From an optimization exercise on the open Yosys and OpenROAD flow, aimed at small area; shortcuts taken in it are not production practice.
The RTL was checked by simulation tests, not by an equivalence proof against the original design.
Power and IR drop assume default switching activity.

$ cat design.v
module SDRAM_HAL_Base(CLOCK_50, reset_n, Ton_PWM, Latch_PWM, OE_PWM, GPIO_PWM, GPIO_DIV);
input CLOCK_50;
input reset_n;
input[9:0] Ton_PWM;
input[23:0] Latch_PWM;
input[23:0] OE_PWM;
output[23:0] GPIO_PWM;
output GPIO_DIV;
reg [2:0] a, b;
reg [9:0] cnt;
reg z;
reg [23:0] lqn;    
reg [23:0] out;
reg [23:0] r;
reg [2:0] tlo [0:23];
reg [6:0] ring [0:23];
wire a6 = (a == 3'd6);
wire b5 = (b == 3'd5);
wire b6 = (b == 3'd6);
wire step = a6 && b6;
wire [2:0] an = a6 ? 3'd0 : a + 3'd1;
always @(posedge CLOCK_50) begin
	if (!reset_n) begin
		a <= 3'd0;
		b <= 3'd0;
		cnt <= 10'd0;
		z <= 1'b1;
	end else begin
		a <= an;
		if (a6) b <= b6 ? 3'd0 : b + 3'd1;
		if (step) begin
			cnt <= cnt + 10'd1;
			z <= 1'b0;
		end
	end
end
wire [9:0] tdata = Ton_PWM & {10{reset_n}};
wire [13:0] tdd = {tdata[9:3], tdata[9:3]};
wire [6:0] trot = tdd >> an;
wire [2:0] slo = {b5 && a6, b5 && (a == 3'd5), b5 && (a == 3'd4)};
wire sring = b6;
wire [10:0] pl;
assign pl[0] = 1'b0;
genvar j;
generate for (j = 0; j < 10; j = j + 1) begin: pre
	assign pl[j+1] = (tdata[j] & !cnt[j]) | ((tdata[j] | !cnt[j]) & pl[j]);
end endgenerate
reg cb_ring, cb_lo, pl_ring, pl_lo;
always @(*) begin
	case (a)
	3'd0: begin cb_ring = cnt[3]; pl_ring = pl[4]; end
	3'd1: begin cb_ring = cnt[4]; pl_ring = pl[5]; end
	3'd2: begin cb_ring = cnt[5]; pl_ring = pl[6]; end
	3'd3: begin cb_ring = cnt[6]; pl_ring = pl[7]; end
	3'd4: begin cb_ring = cnt[7]; pl_ring = pl[8]; end
	3'd5: begin cb_ring = cnt[8]; pl_ring = pl[9]; end
	default: begin cb_ring = cnt[9]; pl_ring = pl[10]; end
	endcase
	case (a)
	3'd4: begin cb_lo = cnt[0]; pl_lo = pl[1]; end
	3'd5: begin cb_lo = cnt[1]; pl_lo = pl[2]; end
	3'd6: begin cb_lo = cnt[2]; pl_lo = pl[3]; end
	default: begin cb_lo = 1'b1; pl_lo = 1'b0; end
	endcase
end
wire nc = !(b6 ? cb_ring : cb_lo);
wire pload = b6 ? pl_ring : pl_lo;
genvar i;
generate for (i = 0; i < 24; i = i + 1) begin: ch
	wire ld = !(lqn[i] | Latch_PWM[i]) | !reset_n;
	wire [2:0] t = tlo[i];
	wire x = (t[0] & slo[0]) | (t[1] & slo[1]) | (t[2] & slo[2]) | (ring[i][0] & sring);
	wire m = (x & nc) | ((x | nc) & r[i]);
	always @(posedge CLOCK_50) begin
		lqn[i] <= !(Latch_PWM[i] & reset_n);
		if (ld) tlo[i] <= tdata[2:0];
		ring[i] <= ld ? trot : {ring[i][0], ring[i][6:1]};
		r[i] <= ld ? pload : m;
		if (step) out[i] <= m;
	end
end endgenerate
assign GPIO_PWM = out & OE_PWM & {24{!z}};
assign GPIO_DIV = (b > 3'd3) || (b == 3'd3 && a >= 3'd3);
endmodule
$ cat flow/run.sh
#!/bin/bash
# Standard ORFS layout with smaller port buffers, smallest-drive logic cells
# after synthesis (repair steps upsize where needed) and a leaner clock tree.
set -euo pipefail
W=$PWD
cat >> config.mk <<CFG
export BUFFER_PORTS_ARGS = -buffer_cell sky130_fd_sc_hd__buf_1
export CTS_ARGS = -sink_clustering_enable -repair_clock_nets -dont_use_dummy_load -sink_clustering_size 40 -sink_clustering_max_diameter 60 -buf_list "sky130_fd_sc_hd__clkbuf_16"
export POST_FLOORPLAN_TCL = $W/flow/downsize.tcl
CFG
bash standard.sh finish > orfs_make.log 2>&1
$ cat flow/downsize.tcl
# Swap every combinational cell for the smallest cell of the same function
# (same base name, other drive strength). Registers, clock cells and
# physical-only cells are left alone; later repair steps upsize where needed.
proc my_downsize {} {
  set lib [lindex [get_libs *] 0]
  set n 0
  set saved 0.0
  foreach inst [get_cells *] {
    set m [get_property $inst ref_name]
    if {![regexp {^(sky130_fd_sc_hd__([a-z0-9]+))_(\d+)$} $m -> base fn size]} { continue }
    if {[regexp {^(df|edf|sdf|dl|clk|tap|fill|decap|conb|diode|lpflow)} $fn]} { continue }
    set cur [get_lib_cells */$m]
    set best $m
    set barea [get_property $cur area]
    foreach s {0 1 2} {
      set c [get_lib_cells -quiet */${base}_$s]
      if {$c == ""} { continue }
      set a [get_property $c area]
      if {$a < $barea} { set best ${base}_$s; set barea $a }
    }
    if {$best ne $m} {
      set saved [expr {$saved + [get_property $cur area] - $barea}]
      replace_cell $inst $best
      incr n
    }
  }
  puts "my_downsize: replaced $n cells, saved [format %.1f $saved] um2"
}
my_downsize
$ cat standard.sh
#!/bin/bash
# synth_recipe.tcl (not shown) runs the flow's synth.tcl, then flattens the netlist and writes it again
# the make line also repeats each setting of config.mk as NAME=value (left out here)
make -C /OpenROAD-flow-scripts/flow DESIGN_CONFIG=/design/flow/config.mk WORK_HOME=/design/flow/orfs CLKGATE_MAP_FILE= SYNTH_SCRIPT=/design/flow/synth_recipe.tcl "${@:-finish}"
$ cat config.mk
export PLATFORM = sky130hd
export DESIGN_NAME = SDRAM_HAL_Base
export DESIGN_NICKNAME = SDRAM_HAL_Base
export VERILOG_FILES = /design/flow/design.v
export SDC_FILE = /design/flow/constraint.sdc
export NUM_CORES = 4
export LEC_CHECK = 0
export CAP_MARGIN = 20
export CORE_MARGIN = 2
export CORE_UTILIZATION = 70
export PLACE_DENSITY = 0.8
export SLEW_MARGIN = 20
export BUFFER_PORTS_ARGS = -buffer_cell sky130_fd_sc_hd__buf_1
export CTS_ARGS = -sink_clustering_enable -repair_clock_nets -dont_use_dummy_load -sink_clustering_size 40 -sink_clustering_max_diameter 60 -buf_list "sky130_fd_sc_hd__clkbuf_16"
export POST_FLOORPLAN_TCL = /design/flow/flow/downsize.tcl
$ cat constraint.sdc
create_clock -name core_clock -period 5.0 [get_ports {CLOCK_50}]
set_input_delay 1.0000 -clock core_clock [delete_from_list [all_inputs] [get_ports {CLOCK_50}]]
set_output_delay 1.0000 -clock core_clock [all_outputs]
set_load 0.01 [all_outputs]
==> results of run 1 <==
[power breakdown]
part	leakage, nW	internal (mW)	total [mW]	switching (mW)
logic	1.88	0.174	0.523	0.349
registers	2.93	3.03	3.13	0.0952
clock network	0.209	0.611	1.38	0.768
[through the flow]
stage | setup WS [ns] | util | cells | hold WS (ns) | cell area [µm²]
2_1_floorplan | 2.33 | - | 1219 | 0.444 | 12200
4_1_cts | 1.69 | 0.760 | 1492 | 0.431 | 13100
3_3_place_gp | 1.46 | 0.734 | 1474 | 0.447 | 12600
3_5_place_dp | 1.36 | 0.735 | 1475 | 0.453 | 12600
5_1_grt | 1.48 | 0.763 | 1492 | 0.458 | 13100
6_report | 1.60 | 0.763 | 1492 | 0.426 | 13100
[routing by layer]
metal / track usage / part of all wire
met2: 0.482 / 0.48
met1: 0.386 / 0.43
met4: 0.0741 / 0.023
met5: 0 / 0
met3: 0.0358 / 0.064
[layout make-up]
class	count	area, µm²	area share
flip-flops and latches	329	7550	0.576
repair buffers	104	470	0.0359
inverters	60	225	0.0172
well taps	225	282	0.0215
multi-input cells	757	4160	0.318
clock buffers	17	425	0.0324
[cell families after synthesis]
family	Yosys count	share of synthesized area
AO/OA/AOI/OAI	284	0.132
XOR/XNOR	6	0.00431
adder cells (fa/ha/maj)	27	0.0228
buffers and inverters	133	0.0457
flip-flops	329	0.619
multiplexers	34	0.0303
AND/OR/NAND/NOR	406	0.145
[cells in the mapped netlist, drive strengths merged (2+ instances only)]
cell type and instances:
a22oi 25, ha 3, a21oi 186, and2 4
mux2 3, nand4 4, inv 60, nand3b 3
nor3b 2, nand3 8, xor2 5, a2111oi 2
and2b 2, edfxtp 96, mux2i 29, maj3 24
mux4 2, nand2 112, clkbuf 39, nor3 6
or3 3, nand2b 8, nor2b 6, dfxtp 233
o21ai 40, and3 28, nor2 214, o211ai 4
a21boi 3, buf 34, a211oi 2, a31oi 9
or3b 3, o22ai 2
[critical path: stages]
cell	delay, ns
clkbuf_2	0.55
buf_4	0.58
or3b_1	0.42
a211oi_1	0.27
a31oi_1	0.07
a31oi_1	0.26
a311oi_4	0.07
buf_4	0.30
mux2i_1	0.23
[worst max path at each step]
stage                           from          end  slack, ns  depth (start not counted)
after floorplan           Ton_PWM[1]         r[0]       2.33                          7
after global placement       reset_n         r[5]       1.46                          9
after detailed placement     reset_n         r[9]       1.36                          9
after CTS                       a[0]  ring[22][4]       1.69                          8
after global routing            a[0]  ring[22][4]       1.48                          8
final                        reset_n        r[20]       1.60                          9
[state kept, by name, summed over array words and instances, names as in the netlist, 3 cells and up]
register / cells
a: 3
b: 3
cnt: 10
lqn: 24
out: 24
r: 24
ring: 168
tlo: 72
==> flow_summary.toml, run 1 <==
[clocking]
clock_sinks = 329
cts-resized-gates = 0
clockBufferDepth = 3
cts.clk_slew.worst_paths_ns = 0.11
cts_made_buffers = 17
ctsHoldBuffers = 0
cts_setup_buffers = 0
worst_skew_pair.late_latency_ns = 0.53
cts_tree = "done"
htree_levels = 1
clock-root-buffer = "clkbuf_16"

[synth]
yosys-top-cells-area = "dfxtp_1, edfxtp_1, a21oi_1"
synth_fp_nets = 1282
syn_inst = 1219
ys_seq_area_frac = 0.619
yosysWarnings = 3
synthArstFlopShare = 0
avgSynthCellArea_um2 = 9.99
synth_top_area_cell = "dfxtp_1"
synth-seq-cells = 329
synth_top_area_frac = 0.383
synth_edf_count = 96
ys_types = 67
netlist_area_um2 = 12200
synth_top_flop_cell = "dfxtp_1"

[setup_path]
r2r_slack_ns = 1.66
criticalPathCategory = "input port to flop"
worstRegToRegCells = 6
end_kind = "flop"
r2r_end = "ring[23][1]"
cp.arrival_ns = 3.78
cp_max_fo = 42
start_kind = "input port"
cp_data_required_time_ns = 5.37
r2r-start = "a[0]"

[die]
dieArea_um2 = 18500
io_pins = 85
initial_utilization = 0.709
die_h_um = 136
core_area_um2 = 17200
num_rows = 48
chipWidth_um = 136

[finish]
layout.cells.most_common_list = "dfxtp_1, nor2_1, a21oi_1"
area_growth_pct = 7.64
num_antenna_cells = 0
filler_cell_count = 1210
nets = 1332
final_common_cell = "dfxtp_1"
drive_gt1_frac = 0.0600

[placed_design]
dp_hpwl_um = 15300
portBuffers = 84
globalplace.congestion = 0.894

[sta]
finalCritPeriodShare = 0.680
worst_pin_slew_ns = 1.07
setup_viol = 0
slew_headroom = 0.289
hold_violations = 0
slew_viol_final = 0
rsz0062_at_grt = "no"
fin_worst_skew_ns = 0.0756
fin_crit_ns = 3.40
timing.fmax_mhz = 294
finalSetupTns_ns = 0

[pwr]
p_leak_nw = 5.02
ir_drop_mv = 0.359
powerDensity_nw_per_um2 = 383
totalPowerFinal_mw = 5.03

[routing]
wl_per_cell_um = 17.2
drt_iter0_markers = 676
ant_nets = 0
vias = 8590
first_pass_iters = 5
drt-total-wl_um = 25700
via_per_inst = 5.76
drcViolationCount = 0

[min_path]
min-delay-path-class = "flop to flop"
worstHoldEndpoint = "ring[16][1]"
min-delay-start = "ring[16][2]"
whs_path_depth = 2

[global_routing]
grt_usage = 0.282
antenna_found_initial = 0
overflow = 0
grt_max_degree = 43
first_global_vias = 8009
grt_pass1_wl_um = 40800

[flow_run]
max_cap_viol_count = 0

[outcome]
status = "no timing/DRC/antenna violations"
==> inputs of run 2 (changes only) <==
==> flow/run.sh (replaced) <==
#!/bin/bash
# Standard ORFS layout with smaller port buffers, smallest-drive logic cells
# after synthesis (repair steps upsize where needed) and a leaner clock tree.
set -euo pipefail
W=$PWD
cat >> config.mk <<CFG
export BUFFER_PORTS_ARGS = -buffer_cell sky130_fd_sc_hd__buf_1
export CTS_ARGS = -sink_clustering_enable -repair_clock_nets -dont_use_dummy_load -sink_clustering_size 20 -sink_clustering_max_diameter 40 -buf_list "sky130_fd_sc_hd__clkbuf_8"
export POST_FLOORPLAN_TCL = $W/flow/downsize.tcl
CFG
bash standard.sh finish > orfs_make.log 2>&1
--- a/config.mk
+++ b/config.mk
@@ -11,5 +11,5 @@
 export PLACE_DENSITY = 0.8
 export SLEW_MARGIN = 20
 export BUFFER_PORTS_ARGS = -buffer_cell sky130_fd_sc_hd__buf_1
-export CTS_ARGS = -sink_clustering_enable -repair_clock_nets -dont_use_dummy_load -sink_clustering_size 40 -sink_clustering_max_diameter 60 -buf_list "sky130_fd_sc_hd__clkbuf_16"
+export CTS_ARGS = -sink_clustering_enable -repair_clock_nets -dont_use_dummy_load -sink_clustering_size 20 -sink_clustering_max_diameter 40 -buf_list "sky130_fd_sc_hd__clkbuf_8"
 export POST_FLOORPLAN_TCL = /design/flow/flow/downsize.tcl
==> run 2 against run 1 <==
Still clean on timing, DRC and antenna. Synthesized area did not move. Combinational power about the same. Sequential power about the same. Non-clock buffer count unchanged. Worst hold slack lost 0.0024 ns. Clock skew is 0.015 ns lower. Flip-flop and latch count did not move. Utilization rose by 0.33 points. Via count up 0.95%. Sequential share of layout area fell by 0.25 points. Die area unchanged. Critical endpoint is now ring[23][1].
==> flow_summary.toml, run 2 <==
[sta]
hold_violations = 0
slew_headroom = 0.301
finalSetupTns_ns = 0
timing.fmax_mhz = 300
worst_pin_slew_ns = 1.05
finalCritPeriodShare = 0.668
rsz0062_at_grt = "no"
setup_viol = 0
fin_worst_skew_ns = 0.0603
slew_viol_final = 0
fin_crit_ns = 3.34

[synth]
synth_top_area_cell = "dfxtp_1"
syn_inst = 1219
synth_fp_nets = 1282
synth_top_area_frac = 0.383
synthArstFlopShare = 0
avgSynthCellArea_um2 = 9.99
ys_seq_area_frac = 0.619
synth_most_common_cell = "dfxtp_1"
synth_common_cells = "dfxtp_1, nor2_1, a21oi_1"
synth-seq-cells = 329
yosys-top-cells-area = "dfxtp_1, edfxtp_1, a21oi_1"
ys_types = 67
yosysWarnings = 3
netlist_area_um2 = 12200
synth_edf_count = 96
synth_top_flop_cell = "dfxtp_1"

[die]
die_h_um = 136
dieArea_um2 = 18500
initial_utilization = 0.709
core_area_um2 = 17200
io_pins = 85
chipWidth_um = 136
num_rows = 48

[routing]
vias = 8672
drcViolationCount = 0
drt-total-wl_um = 26100
via_per_inst = 5.74
ant_nets = 0
first_pass_iters = 5
drt_iter0_markers = 612
wl_per_cell_um = 17.3

[finish]
area_growth_pct = 8.10
fin_util = 0.767
nets = 1350
drive_gt1_frac = 0.0732
layout.cells.most_common_list = "dfxtp_1, nor2_1, a21oi_1"
filler_cell_count = 1214
num_antenna_cells = 0
largest_register_ff_count = 168
final_common_cell = "dfxtp_1"
final_cells = 1510
final_cell_area_um2 = 13200
regMostFlops = "ring"
top_regs = "ring: 168 flops, tlo: 72 flops"
multi_input_area_um2 = 4160
seq_area_um2 = 7550

[clocking]
cts.clk_slew.worst_paths_ns = 0.10
cts_made_buffers = 35
clock_sinks = 329
clock-root-buffer = "clkbuf_8"
cts-resized-gates = 0
htree_levels = 2
cts_setup_buffers = 0
worst_skew_pair.late_latency_ns = 0.56
cts_tree = "done"
ctsHoldBuffers = 0
clockBufferDepth = 3

[placed_design]
place_inst = 1475
dp_hpwl_um = 15300
placed_area_um2 = 12600
portBuffers = 84
globalplace.congestion = 0.894

[global_routing]
grt_pass1_wl_um = 41300
grt_usage = 0.289
antenna_found_initial = 0
first_global_vias = 8195
grt_max_degree = 43
overflow = 0

[setup_path]
criticalPathCategory = "flop to flop"
cp_data_required_time_ns = 5.36
worstRegToRegCells = 6
r2r_end = "ring[23][1]"
cp.arrival_ns = 3.70
cp_max_fo = 24
r2r_slack_ns = 1.66
start_kind = "flop"
r2r-start = "a[0]"
cp-endpoint = "ring[23][1]"
crit_start = "a[0]"
end_kind = "flop"

[pwr]
ir_drop_mv = 0.297
totalPowerFinal_mw = 5.09
powerDensity_nw_per_um2 = 387
p_leak_nw = 5.06

[flow_run]
max_cap_viol_count = 0

[outcome]
status = "no timing/DRC/antenna violations"

[min_path]
min-delay-path-class = "flop to flop"
## run 2: power breakdown
group	internal, mW	switching, mW	total [mW]
registers	3.03	0.0958	3.13
clock network	0.625	0.819	1.44
logic	0.174	0.349	0.523
total	3.83	1.26	5.09
## run 2: metal layers
layer	global-route usage	part of all wire
met4	0.0874	0.021
met2	0.489	0.48
met1	0.379	0.43
met3	0.0567	0.069
met5	0	0
## run 2: cell type report
class,count,area share
Multi-Input combinational cell,757,0.316
Clock buffer,35,0.0366
Timing Repair Buffer,104,0.0357
Inverter,60,0.0171
Sequential cell,329,0.573
Tap cell,225,0.0214
## run 2: logic make-up (layout without fill, tap and decap cells)
family	Yosys count	in the layout	synth area share
and+or+nand+nor	406	406	0.145
buffers and inverters	133	199	0.0457
AOI/OAI and AO/OA	284	284	0.132
adders and majority gates	27	27	0.0228
muxes	34	34	0.0303
DFF	329	329	0.619
xor gates and xnor gates	6	6	0.00431
## run 2: critical path: stages (launching register included)
cell and delay, ns:
dfxtp_1 0.79, o21ai_0 0.39, nand2_1 0.31, mux4_2 0.57, nand3_1 0.10, a21boi_4 0.83
a21oi_1 0.16
## run 2: metrics by stage
| step | setup WS [ns] | hold WS (ns) |
|---|---|---|
| 4_1_cts | 1.70 | 0.424 |
| 3_3_place_gp | 1.46 | 0.447 |
| 6_report | 1.66 | 0.424 |
| 2_1_floorplan | 2.33 | 0.444 |
| 3_5_place_dp | 1.36 | 0.453 |
| 5_1_grt | 1.50 | 0.452 |
## run 2: worst min path at each step
stage / from / slack, ns / endpoint / depth (start not counted)
floorplan: ring[10][2] / 0.44 / ring[10][1] / 2
global placement: ring[15][3] / 0.45 / ring[15][2] / 2
detailed placement: ring[8][5] / 0.45 / ring[8][4] / 2
CTS: ring[8][5] / 0.42 / ring[8][4] / 2
global route: ring[8][5] / 0.45 / ring[8][4] / 2
finish: ring[8][5] / 0.42 / ring[8][4] / 2
==> inputs of run 3 (changes only) <==
==> design.v (replaced) <==
module SDRAM_HAL_Base(CLOCK_50, reset_n, Ton_PWM, Latch_PWM, OE_PWM, GPIO_PWM, GPIO_DIV);
input CLOCK_50;
input reset_n;
input[9:0] Ton_PWM;
input[23:0] Latch_PWM;
input[23:0] OE_PWM;
output[23:0] GPIO_PWM;
output GPIO_DIV;
reg [5:0] d;
reg [3:0] q;
reg [9:0] cnt;
reg z;           
reg w;           
reg h;           
reg [23:0] lqn;  
reg [23:0] out;
reg [23:0] r;
reg [9:0] ring [0:23];
wire step = (d == 6'd48);
wire q9 = (q == 4'd9);
wire [3:0] qn = q9 ? 4'd0 : q + 4'd1;
always @(posedge CLOCK_50) begin
	if (!reset_n) begin
		d <= 6'd0;
		q <= 4'd0;
		cnt <= 10'd0;
		z <= 1'b1;
		w <= 1'b1;
		h <= 1'b0;
	end else begin
		d <= step ? 6'd0 : d + 6'd1;
		q <= qn;
		if (step) begin
			cnt <= cnt + 10'd1;
			z <= 1'b0;
			w <= 1'b1;
			h <= 1'b0;
		end else if (q9) begin
			w <= 1'b0;
			h <= !w;
		end
	end
end
wire [9:0] tdata = Ton_PWM & {10{reset_n}};
wire [19:0] tdd = {tdata, tdata};
wire [9:0] trot = tdd >> qn;
wire [10:0] pl;
assign pl[0] = 1'b0;
genvar j;
generate for (j = 0; j < 10; j = j + 1) begin: pre
	assign pl[j+1] = (tdata[j] & !cnt[j]) | ((tdata[j] | !cnt[j]) & pl[j]);
end endgenerate
wire [15:0] plx = {5'd0, pl};
wire sel = !w && !h;
wire nc = h || (!w && !cnt[q]);
wire pload = w ? 1'b0 : h ? pl[10] : plx[q + 4'd1];
genvar i;
generate for (i = 0; i < 24; i = i + 1) begin: ch
	wire ld = !(lqn[i] | Latch_PWM[i]) | !reset_n;
	wire x = ring[i][0] & sel;
	wire m = (x & nc) | ((x | nc) & r[i]);
	always @(posedge CLOCK_50) begin
		lqn[i] <= !(Latch_PWM[i] & reset_n);
		ring[i] <= ld ? trot : {ring[i][0], ring[i][9:1]};
		r[i] <= ld ? pload : m;
		if (step) out[i] <= m;
	end
end endgenerate
assign GPIO_PWM = out & OE_PWM & {24{!z}};
assign GPIO_DIV = (d >= 6'd24);
endmodule
==> flow/run.sh (replaced) <==
#!/bin/bash
# Standard ORFS layout with smaller port buffers, smallest-drive logic cells
# after synthesis (repair steps upsize where needed) and a leaner clock tree.
set -euo pipefail
W=$PWD
cat >> config.mk <<CFG
export BUFFER_PORTS_ARGS = -buffer_cell sky130_fd_sc_hd__buf_1
export CTS_ARGS = -sink_clustering_enable -repair_clock_nets -dont_use_dummy_load -sink_clustering_size 30 -sink_clustering_max_diameter 80 -buf_list "sky130_fd_sc_hd__clkbuf_16"
export POST_FLOORPLAN_TCL = $W/flow/downsize.tcl
CFG
bash standard.sh finish > orfs_make.log 2>&1
==> config.mk (replaced) <==
export PLATFORM = sky130hd
export DESIGN_NAME = SDRAM_HAL_Base
export DESIGN_NICKNAME = SDRAM_HAL_Base
export VERILOG_FILES = /design/flow/design.v
export SDC_FILE = /design/flow/constraint.sdc
export NUM_CORES = 4
export LEC_CHECK = 0
export ABC_AREA = 1
export CAP_MARGIN = 20
export CORE_MARGIN = 2
export CORE_UTILIZATION = 70
export PLACE_DENSITY = 0.8
export SLEW_MARGIN = 20
export BUFFER_PORTS_ARGS = -buffer_cell sky130_fd_sc_hd__buf_1
export CTS_ARGS = -sink_clustering_enable -repair_clock_nets -dont_use_dummy_load -sink_clustering_size 30 -sink_clustering_max_diameter 80 -buf_list "sky130_fd_sc_hd__clkbuf_16"
export POST_FLOORPLAN_TCL = /design/flow/flow/downsize.tcl
==> run 3 against run 2 <==
Still clean on timing, DRC and antenna. Worst hold slack got worse by 0.027 ns. Register-to-register slack lost 0.20 ns. Non-clock buffer count fell by 9. Via count grew 8.0%. Global-route usage is 1.1 points lower. Clock-buffer cell count down 20. Combinational power up 69%. Design area fell by 3.0%. Clock power down 9%. First-iteration DRC count increased by 5.1%. Routed wire length shrank 1.8%. Sequential share of layout area down 2.9 points. Largest power group unchanged.
==> flow_summary.toml, run 3 <==
[global_routing]
grt_pass1_wl_um = 41000
overflow = 0
grt_max_degree = 44
first_global_vias = 8316
antenna_found_initial = 0
grt_usage = 0.278

[sta]
finalCritPeriodShare = 0.707
hold_violations = 0
finalSetupTns_ns = 0
fin_worst_skew_ns = 0.0412
timing.fmax_mhz = 283
slew_headroom = 0.275
whs_ns = 0.396
fin_crit_ns = 3.54
slew_viol_final = 0
worst_pin_slew_ns = 1.08
rsz0062_at_grt = "no"
setup_viol = 0

[synth]
syn_inst = 1471
synth_top_flop_cell = "dfxtp_1"
netlist_area_um2 = 12200
synth_fp_nets = 1536
synth_edf_count = 24
synthArstFlopShare = 0
ys_seq_area_frac = 0.569
synth-seq-cells = 335
synth_common_cells = "nand2_1, dfxtp_1, o21ai_0"
synth_top_area_cell = "dfxtp_1"
ys_types = 36
yosys-top-cells-area = "dfxtp_1, nand2_1, o21ai_0"
synth_top_area_frac = 0.510
yosysWarnings = 2
synth_most_common_cell = "nand2_1"
avgSynthCellArea_um2 = 8.30

[die]
core_area_um2 = 17200
num_rows = 48
io_pins = 85
die_h_um = 136
chipWidth_um = 136
initial_utilization = 0.710
dieArea_um2 = 18500

[routing]
drcViolationCount = 0
ant_nets = 0
first_pass_iters = 7
wl_per_cell_um = 14.8
via_per_inst = 5.39
drt_iter0_markers = 643
drt-total-wl_um = 25700
vias = 9365

[finish]
area_growth_pct = 4.70
largest_register_ff_count = 240
regMostFlops = "ring"
num_antenna_cells = 0
final_common_cell = "nand2_1"
nets = 1578
drive_gt1_frac = 0.0304
layout.cells.most_common_list = "nand2_1, dfxtp_1, o21ai_0"

[clocking]
worst_skew_pair.late_latency_ns = 0.49
clock_sinks = 335
clock-root-buffer = "clkbuf_16"
htree_levels = 1
cts.clk_slew.worst_paths_ns = 0.11
cts-resized-gates = 0
clockBufferDepth = 3
ctsHoldBuffers = 0
cts_tree = "done"
cts_setup_buffers = 0
cts_made_buffers = 15

[setup_path]
start_kind = "flop"
criticalPathCategory = "flop to flop"
end_kind = "flop"
cp_data_required_time_ns = 5.44
cp.arrival_ns = 3.97
cp_max_fo = 19

[placed_design]
portBuffers = 84
globalplace.congestion = 0.951
dp_hpwl_um = 15800

[pwr]
powerDensity_nw_per_um2 = 434
p_leak_nw = 5.31
ir_drop_mv = 0.316

[min_path]
min-delay-path-class = "flop to flop"

[flow_run]
max_cap_viol_count = 0

[outcome]
status = "no timing/DRC/antenna violations"
[run 3: cell count changes after synthesis, sizes merged, moves of 34 or more]
cell,before,now
o21ai,40,283
edfxtp,96,24
nand3,8,59
nand2,112,487
nor2,214,70
inv,60,94
dfxtp,233,311
a21oi,186,19
[run 3: worst paths after layout]
| kind | from | to | slack [ns] | cells past startpoint |
|---|---|---|---|---|
| max | q[0] | ring[20][8] | 1.46 | 12 |
| min | ring[2][4] | ring[2][3] | 0.40 | 2 |
| max reg2reg | q[0] | ring[20][8] | 1.46 | 12 |
| min reg2reg | ring[2][4] | ring[2][3] | 0.40 | 2 |
[run 3: final cells by class]
class | instances | area [µm²]
inverter | 94 | 353
clock buffer | 15 | 375
multi-input combinational | 972 | 4410
fill | 1355 | 4400
tap | 225 | 282
timing repair buffer | 95 | 412
sequential | 335 | 6950
[run 3: through the flow]
step                      power [mW]  instance area (µm²)  setup WS (ns)   util  instances
after floorplan                 4.03                12200           2.55      -       1471
after global placement          4.24                12400           1.27  0.722       1721
after detailed placement        4.28                12400           1.18  0.722       1721
after CTS                       5.56                12800           1.52  0.744       1736
after global routing            5.82                12800           1.13  0.744       1736
final                           5.55                12800           1.46  0.744       1736
[run 3: critical path, cell delays in order, from the launching register on]
cell and delay (ns):
dfxtp_1 0.64, ha_1 0.23, nand3_1 0.15, nand2_1 0.46
inv_1 0.14, o21ai_0 0.22, inv_1 0.09, o21ai_1 0.19
o21ai_1 0.12, o21ai_2 0.70, buf_4 0.36, nand2_1 0.10
nand2_1 0.09
[run 3: kinds of logic after synthesis]
group | Yosys count | share of synthesized area
AOI/OAI and AO/OA | 306 | 0.131
xor gates and xnor gates | 4 | 0.00287
adders and majority gates | 29 | 0.0248
buffers and inverters | 164 | 0.0611
DFF | 335 | 0.569
and+or+nand+nor | 633 | 0.211
[run 3: routing by layer]
| metal | vias up | routed length [µm] | global-route usage |
|---|---|---|---|
| li1 | 4804 | - | - |
| met1 | 4285 | 12100 | 0.394 |
| met2 | 241 | 11900 | 0.466 |
| met3 | 35 | 1250 | 0.0268 |
| met4 | 0 | 443 | 0.0613 |
| met5 | - | 0 | 0 |
[run 3: power breakdown]
part	internal [mW]	total [mW]	leakage [nW]	switching, mW
Clock	0.544	1.31	0.185	0.763
Combinational	0.261	0.883	2.26	0.622
Sequential	3.22	3.36	2.86	0.140
Total	4.02	5.55	5.31	1.53
==> inputs of run 4 (changes only) <==
==> flow/run.sh (replaced) <==
#!/bin/bash
# Standard ORFS layout with smaller port buffers, smallest-drive logic cells
# after synthesis (repair steps upsize where needed) and a leaner clock tree.
set -euo pipefail
W=$PWD
cat >> config.mk <<CFG
export BUFFER_PORTS_ARGS = -buffer_cell sky130_fd_sc_hd__buf_1
export CTS_ARGS = -sink_clustering_enable -repair_clock_nets -dont_use_dummy_load -sink_clustering_size 30 -sink_clustering_max_diameter 80 -buf_list "sky130_fd_sc_hd__clkbuf_16" -root_buf sky130_fd_sc_hd__clkbuf_8 -tree_buf sky130_fd_sc_hd__clkbuf_8
export POST_FLOORPLAN_TCL = $W/flow/downsize.tcl
CFG
bash standard.sh finish > orfs_make.log 2>&1
--- a/config.mk
+++ b/config.mk
@@ -12,5 +12,5 @@
 export PLACE_DENSITY = 0.8
 export SLEW_MARGIN = 20
 export BUFFER_PORTS_ARGS = -buffer_cell sky130_fd_sc_hd__buf_1
-export CTS_ARGS = -sink_clustering_enable -repair_clock_nets -dont_use_dummy_load -sink_clustering_size 30 -sink_clustering_max_diameter 80 -buf_list "sky130_fd_sc_hd__clkbuf_16"
+export CTS_ARGS = -sink_clustering_enable -repair_clock_nets -dont_use_dummy_load -sink_clustering_size 30 -sink_clustering_max_diameter 80 -buf_list "sky130_fd_sc_hd__clkbuf_16" -root_buf sky130_fd_sc_hd__clkbuf_8 -tree_buf sky130_fd_sc_hd__clkbuf_8
 export POST_FLOORPLAN_TCL = /design/flow/flow/downsize.tcl
==> run 4 against run 3 <==
Critical endpoint unchanged. Global-route usage fell by 0.13 points. Worst hold slack improved by 0.0017 ns. Via count barely moved. Die area did not move. Utilization fell by 0.20 points. Synthesized area did not move. Clock power fell by 5%. Flip-flop and latch count did not move. Still clean on timing, DRC and antenna. Sequential power barely moved. Clock-buffer cell count did not move.
==> flow_summary.toml, run 4 <==
[setup_path]
crit_start = "q[0]"
r2r_end = "ring[20][8]"
end_kind = "flop"
start_kind = "flop"
cp_data_required_time_ns = 5.48
cp.arrival_ns = 4.02
r2r-start = "q[0]"
worstRegToRegCells = 12
r2r_slack_ns = 1.46
criticalPathCategory = "flop to flop"
cp_max_fo = 19

[sta]
timing.fmax_mhz = 282
finalSetupTns_ns = 0
fin_crit_ns = 3.54
hold_violations = 0
rsz0062_at_grt = "no"
setup_slack_ns = 1.46
setup_viol = 0
slew_headroom = 0.273
finalCritPeriodShare = 0.708
slew_viol_final = 0
fin_worst_skew_ns = 0.0412
worst_pin_slew_ns = 1.09

[placed_design]
globalplace.congestion = 0.951
post-place-ws_ns = 1.18
dp_hpwl_um = 15800
placed_area_um2 = 12400
portBuffers = 84

[finish]
final_cell_area_um2 = 12700
final_common_cell = "nand2_1"
layout.cells.most_common_list = "nand2_1, dfxtp_1, o21ai_0"
nets = 1578
largest_register_ff_count = 240
drive_gt1_frac = 0.0304
regMostFlops = "ring"
num_antenna_cells = 0
area_growth_pct = 4.42

[clocking]
cts_tree = "done"
clock_sinks = 335
cts_made_buffers = 15
ctsHoldBuffers = 0
worst_skew_pair.late_latency_ns = 0.55
cts.clk_slew.worst_paths_ns = 0.11
cts-resized-gates = 0
clock-root-buffer = "clkbuf_8"
htree_levels = 1
cts_setup_buffers = 0
clockBufferDepth = 3

[synth]
synth-seq-cells = 335
avgSynthCellArea_um2 = 8.30
ys_seq_area_frac = 0.569
syn_inst = 1471
synth_top_flop_cell = "dfxtp_1"
netlist_area_um2 = 12200
synth_fp_nets = 1536
ys_types = 36
synth_most_common_cell = "nand2_1"
synth_common_cells = "nand2_1, dfxtp_1, o21ai_0"
synth_top_area_frac = 0.510
synthArstFlopShare = 0
yosysWarnings = 2
synth_top_area_cell = "dfxtp_1"
yosys-top-cells-area = "dfxtp_1, nand2_1, o21ai_0"
synth_edf_count = 24

[flow_run]
max_cap_viol_count = 0

[die]
initial_utilization = 0.710
chipWidth_um = 136
dieArea_um2 = 18500
die_h_um = 136
core_area_um2 = 17200
num_rows = 48
io_pins = 85

[pwr]
powerDensity_nw_per_um2 = 430
p_leak_nw = 5.29
ir_drop_mv = 0.308

[routing]
drt_iter0_markers = 668
drcViolationCount = 0
vias = 9369
drt-total-wl_um = 25600
via_per_inst = 5.40
ant_nets = 0
first_pass_iters = 7
wl_per_cell_um = 14.7

[min_path]
min-delay-path-class = "flop to flop"
min-delay-start = "ring[2][4]"
worstHoldEndpoint = "ring[2][3]"
whs_path_depth = 2

[global_routing]
grt_pass1_wl_um = 40800
overflow = 0
grt_usage = 0.277
antenna_found_initial = 0
first_global_vias = 8225
grt_max_degree = 44

[outcome]
status = "no timing/DRC/antenna violations"
==> run 4: kinds of logic after synthesis <==
kind of cell    after synthesis  synth area share
flops                       335             0.569
compound gates              306             0.131
buf+inv                     164            0.0611
simple gates                633             0.211
xor+xnor                      4           0.00287
fa+ha+maj                    29            0.0248
==> run 4: worst max path at each step <==
stage,end,slack (ns)
after floorplan,r[0],2.55
after global placement,ring[16][8],1.27
after detailed placement,ring[16][8],1.18
after CTS,ring[20][8],1.52
after global routing,ring[23][3],1.13
final,ring[20][8],1.46
==> run 4: where the power goes <==
part,internal [mW],switching [mW],leakage [nW]
Combinational,0.261,0.620,2.26
Clock,0.488,0.755,0.169
Sequential,3.22,0.140,2.86
==> run 4: worst max-delay path, cell delays in order (launching register included) <==
cell     delay [ns]
dfxtp_1        0.64
ha_1           0.23
nand3_1        0.15
nand2_1        0.45
inv_1          0.14
o21ai_0        0.23
inv_1          0.09
o21ai_1        0.19
o21ai_1        0.12
o21ai_2        0.70
buf_4          0.36
nand2_1        0.09
nand2_1        0.08
==> run 4: final cells by class <==
type                       instances  area (µm²)
sequential                       335        6950
fill                            1362        4430
multi-input combinational        972        4410
timing repair buffer              95         412
inverter                          94         353
clock buffer                      15         342
tap                              225         282
==> run 4: metrics by stage <==
step | util | hold WS [ns] | std cells | total power [mW]
floorplan | - | 0.403 | 1471 | 4.03
global placement | 0.722 | 0.407 | 1721 | 4.24
finish | 0.742 | 0.398 | 1736 | 5.48
global route | 0.742 | 0.426 | 1736 | 5.76
CTS | 0.742 | 0.401 | 1736 | 5.50
detailed placement | 0.722 | 0.410 | 1721 | 4.28
==> run 4: routing by layer <==
metal | vias up | track usage | share of wire
li1 | 4800 | - | -
met1 | 4276 | 0.396 | 0.47
met3 | 28 | 0.0272 | 0.055
met2 | 265 | 0.463 | 0.46
met5 | - | 0 | 0
met4 | 0 | 0.0515 | 0.014
==> inputs of run 5 (changes only) <==
==> flow/run.sh (replaced) <==
#!/bin/bash
# Standard ORFS layout with smaller port buffers, smallest-drive logic cells
# after synthesis (repair steps upsize where needed) and a leaner clock tree.
set -euo pipefail
W=$PWD
cat >> config.mk <<CFG
export BUFFER_PORTS_ARGS = -buffer_cell sky130_fd_sc_hd__buf_1
export CTS_ARGS = -sink_clustering_enable -repair_clock_nets -dont_use_dummy_load -sink_clustering_size 30 -sink_clustering_max_diameter 80 -buf_list "sky130_fd_sc_hd__clkbuf_16" -root_buf sky130_fd_sc_hd__clkbuf_4 -tree_buf sky130_fd_sc_hd__clkbuf_4
export POST_FLOORPLAN_TCL = $W/flow/downsize.tcl
CFG
bash standard.sh finish > orfs_make.log 2>&1
--- a/config.mk
+++ b/config.mk
@@ -12,5 +12,5 @@
 export PLACE_DENSITY = 0.8
 export SLEW_MARGIN = 20
 export BUFFER_PORTS_ARGS = -buffer_cell sky130_fd_sc_hd__buf_1
-export CTS_ARGS = -sink_clustering_enable -repair_clock_nets -dont_use_dummy_load -sink_clustering_size 30 -sink_clustering_max_diameter 80 -buf_list "sky130_fd_sc_hd__clkbuf_16" -root_buf sky130_fd_sc_hd__clkbuf_8 -tree_buf sky130_fd_sc_hd__clkbuf_8
+export CTS_ARGS = -sink_clustering_enable -repair_clock_nets -dont_use_dummy_load -sink_clustering_size 30 -sink_clustering_max_diameter 80 -buf_list "sky130_fd_sc_hd__clkbuf_16" -root_buf sky130_fd_sc_hd__clkbuf_4 -tree_buf sky130_fd_sc_hd__clkbuf_4
 export POST_FLOORPLAN_TCL = /design/flow/flow/downsize.tcl
==> run 5 against run 4 <==
Sequential power about the same. Design area down 0.11%. Largest power group unchanged. Clock-buffer cell count unchanged. Worst setup slack better by 0.0023 ns. Register-to-register slack about the same. Critical endpoint is now ring[20][3]. Flip-flop and latch count unchanged. Sequential share of layout area up 0.059 points. Die area unchanged. Final cell count up 0.12%. Clock skew up 0.0048 ns.
==> flow_summary.toml, run 5 <==
[synth]
synth_most_common_cell = "nand2_1"
synth_common_cells = "nand2_1, dfxtp_1, o21ai_0"
synth_fp_nets = 1536
avgSynthCellArea_um2 = 8.30
syn_inst = 1471
synth_top_area_cell = "dfxtp_1"
synth_top_area_frac = 0.510
yosysWarnings = 2
netlist_area_um2 = 12200
synth_edf_count = 24
synth-seq-cells = 335
synth_top_flop_cell = "dfxtp_1"
yosys-top-cells-area = "dfxtp_1, nand2_1, o21ai_0"
ys_seq_area_frac = 0.569
ys_types = 36
synthArstFlopShare = 0

[finish]
layout.cells.most_common_list = "nand2_1, dfxtp_1, o21ai_0"
nets = 1578
area_growth_pct = 4.31
filler_cell_count = 1363
final_cell_area_um2 = 12700
fin_util = 0.741
regMostFlops = "ring"
drive_gt1_frac = 0.0304
final_common_cell = "nand2_1"
largest_register_ff_count = 240

[global_routing]
grt_max_degree = 44
antenna_found_initial = 1
grt_usage = 0.276
grt_pass1_wl_um = 40700
first_global_vias = 8192
overflow = 0

[setup_path]
start_kind = "flop"
r2r_slack_ns = 1.46
end_kind = "flop"
cp.arrival_ns = 4.02
cp_data_required_time_ns = 5.48
cp_max_fo = 24
worstRegToRegCells = 8
criticalPathCategory = "flop to flop"

[sta]
hold_violations = 0
worst_pin_slew_ns = 1.09
fin_crit_ns = 3.54
setup_viol = 0
whs_ns = 0.395
timing.fmax_mhz = 283
finalCritPeriodShare = 0.708
fin_worst_skew_ns = 0.0460
slew_viol_final = 0
setup_slack_ns = 1.46
finalSetupTns_ns = 0
rsz0062_at_grt = "no"
slew_headroom = 0.270

[clocking]
clock-root-buffer = "clkbuf_4"
cts_made_buffers = 15
cts_tree = "done"
htree_levels = 1
ctsHoldBuffers = 0
clockBufferDepth = 3
cts_setup_buffers = 0
clock_sinks = 335
worst_skew_pair.late_latency_ns = 0.68
cts.clk_slew.worst_paths_ns = 0.11
cts-resized-gates = 0

[pwr]
powerDensity_nw_per_um2 = 428
p_leak_nw = 5.28
ir_drop_mv = 0.310

[die]
die_h_um = 136
io_pins = 85
num_rows = 48
initial_utilization = 0.710
dieArea_um2 = 18500
chipWidth_um = 136
core_area_um2 = 17200

[routing]
ant_nets = 0
wl_per_cell_um = 14.7
drcViolationCount = 0
drt-total-wl_um = 25500
vias = 9360
drt_iter0_markers = 651
via_per_inst = 5.39
first_pass_iters = 7

[outcome]
status = "no timing/DRC/antenna violations"

[placed_design]
placed_area_um2 = 12400
dp_hpwl_um = 15800
portBuffers = 84
globalplace.congestion = 0.951
post-place-ws_ns = 1.18

[min_path]
min-delay-path-class = "flop to flop"
whs_path_depth = 2

[flow_run]
max_cap_viol_count = 0
## run 5: cell types whose count changed in the layout (fill, tap and decap cells not counted)
cell and delta:
clkbuf_4 +3, diode_2 +2, clkbuf_8 -3
## run 5: critical path, cell delays in order (launching register included)
cell	delay, ns
dfxtp_1	0.64
ha_1	0.25
xnor2_1	0.13
nor2_1	0.74
inv_2	0.28
o21ai_1	0.24
nand2_1	0.07
nand2_1	0.81
o21ai_0	0.19
## run 5: layer usage
metal  track usage  up-vias  routed length, µm
met2         0.460      237              11800
met1         0.396     4290              12200
li1              -     4806                  -
met3        0.0265       27               1120
met4        0.0556        0                384
met5             0        -                  0
## run 5: cell families (layout without fill, tap and decap cells)
| group | after synthesis | in the layout | share of synthesized area |
|---|---|---|---|
| AO/OA/AOI/OAI | 306 | 306 | 0.131 |
| XOR/XNOR | 4 | 4 | 0.00287 |
| adder cells (fa/ha/maj) | 29 | 29 | 0.0248 |
| buffers and inverters | 164 | 204 | 0.0611 |
| flip-flops | 335 | 335 | 0.569 |
| other | 0 | 2 | 0 |
| AND/OR/NAND/NOR | 633 | 633 | 0.211 |
## run 5: report_power, final
group | internal, mW | leakage (nW) | switching, mW | total, mW
logic | 0.261 | 2.26 | 0.621 | 0.882
registers | 3.22 | 2.86 | 0.139 | 3.36
clock network | 0.456 | 0.162 | 0.756 | 1.21
## run 5: per-stage QoR
stage               cells  power (mW)
finish               1738        5.45
global route         1738        5.73
CTS                  1736        5.47
detailed placement   1721        4.28
global placement     1721        4.24
floorplan            1471        4.03
## run 5: path summary, 6_finish.rpt
kind,from,end
setup / recovery,q[0],ring[20][3]
hold reg to reg,ring[2][4],ring[2][3]
hold / removal,ring[2][4],ring[2][3]
setup reg to reg,q[0],ring[20][3]
## run 5: layout make-up
cell class              instances  area (µm²)  area share
flip-flops and latches        335        6950       0.546
diodes                          2        5.00    0.000393
inverters                      94         353      0.0277
repair buffers                 95         412      0.0323
well taps                     225         282      0.0221
clock buffers                  15         323      0.0254
multi-input cells             972        4410       0.346

==> static timing again, ports no longer ideal <==
No port has a modelled driver above. Below, the same layouts with a new extraction and two added sets of constraints. Step 1: set_driving_cell puts a clkbuf_16 on CLOCK_50 and a buf_2 on each other input, an assumption about the parent block. Step 2, shift: input delay + t, output delay - t, t = (earliest + latest rising clock arrival at the registers) / 2. This alone moves slack from input paths to output paths. Slacks: no drivers / after step 1 / after step 2; pairs: no drivers / after step 1.
run | shift t [ns] | setup slack, ns | worst setup path at the end | cell pins on the clock port's net
run 1 | 0.535 | 1.598 / 1.617 / 1.081 | input to register | 1
run 2 | 0.570 | 1.661 / 1.661 / 1.152 | input to register | 1
run 3 | 0.521 | 1.463 / 1.463 / 1.112 | input to register | 1
run 4 | 0.569 | 1.459 / 1.459 / 1.106 | input to register | 1
run 5 | 0.697 | 1.461 / 1.461 / 1.108 | input to register | 1
After both steps setup and hold are still met in every run listed. The setup slack of run 1, which loses most, moves by +0.019 ns with the drivers and by -0.517 ns with both steps.
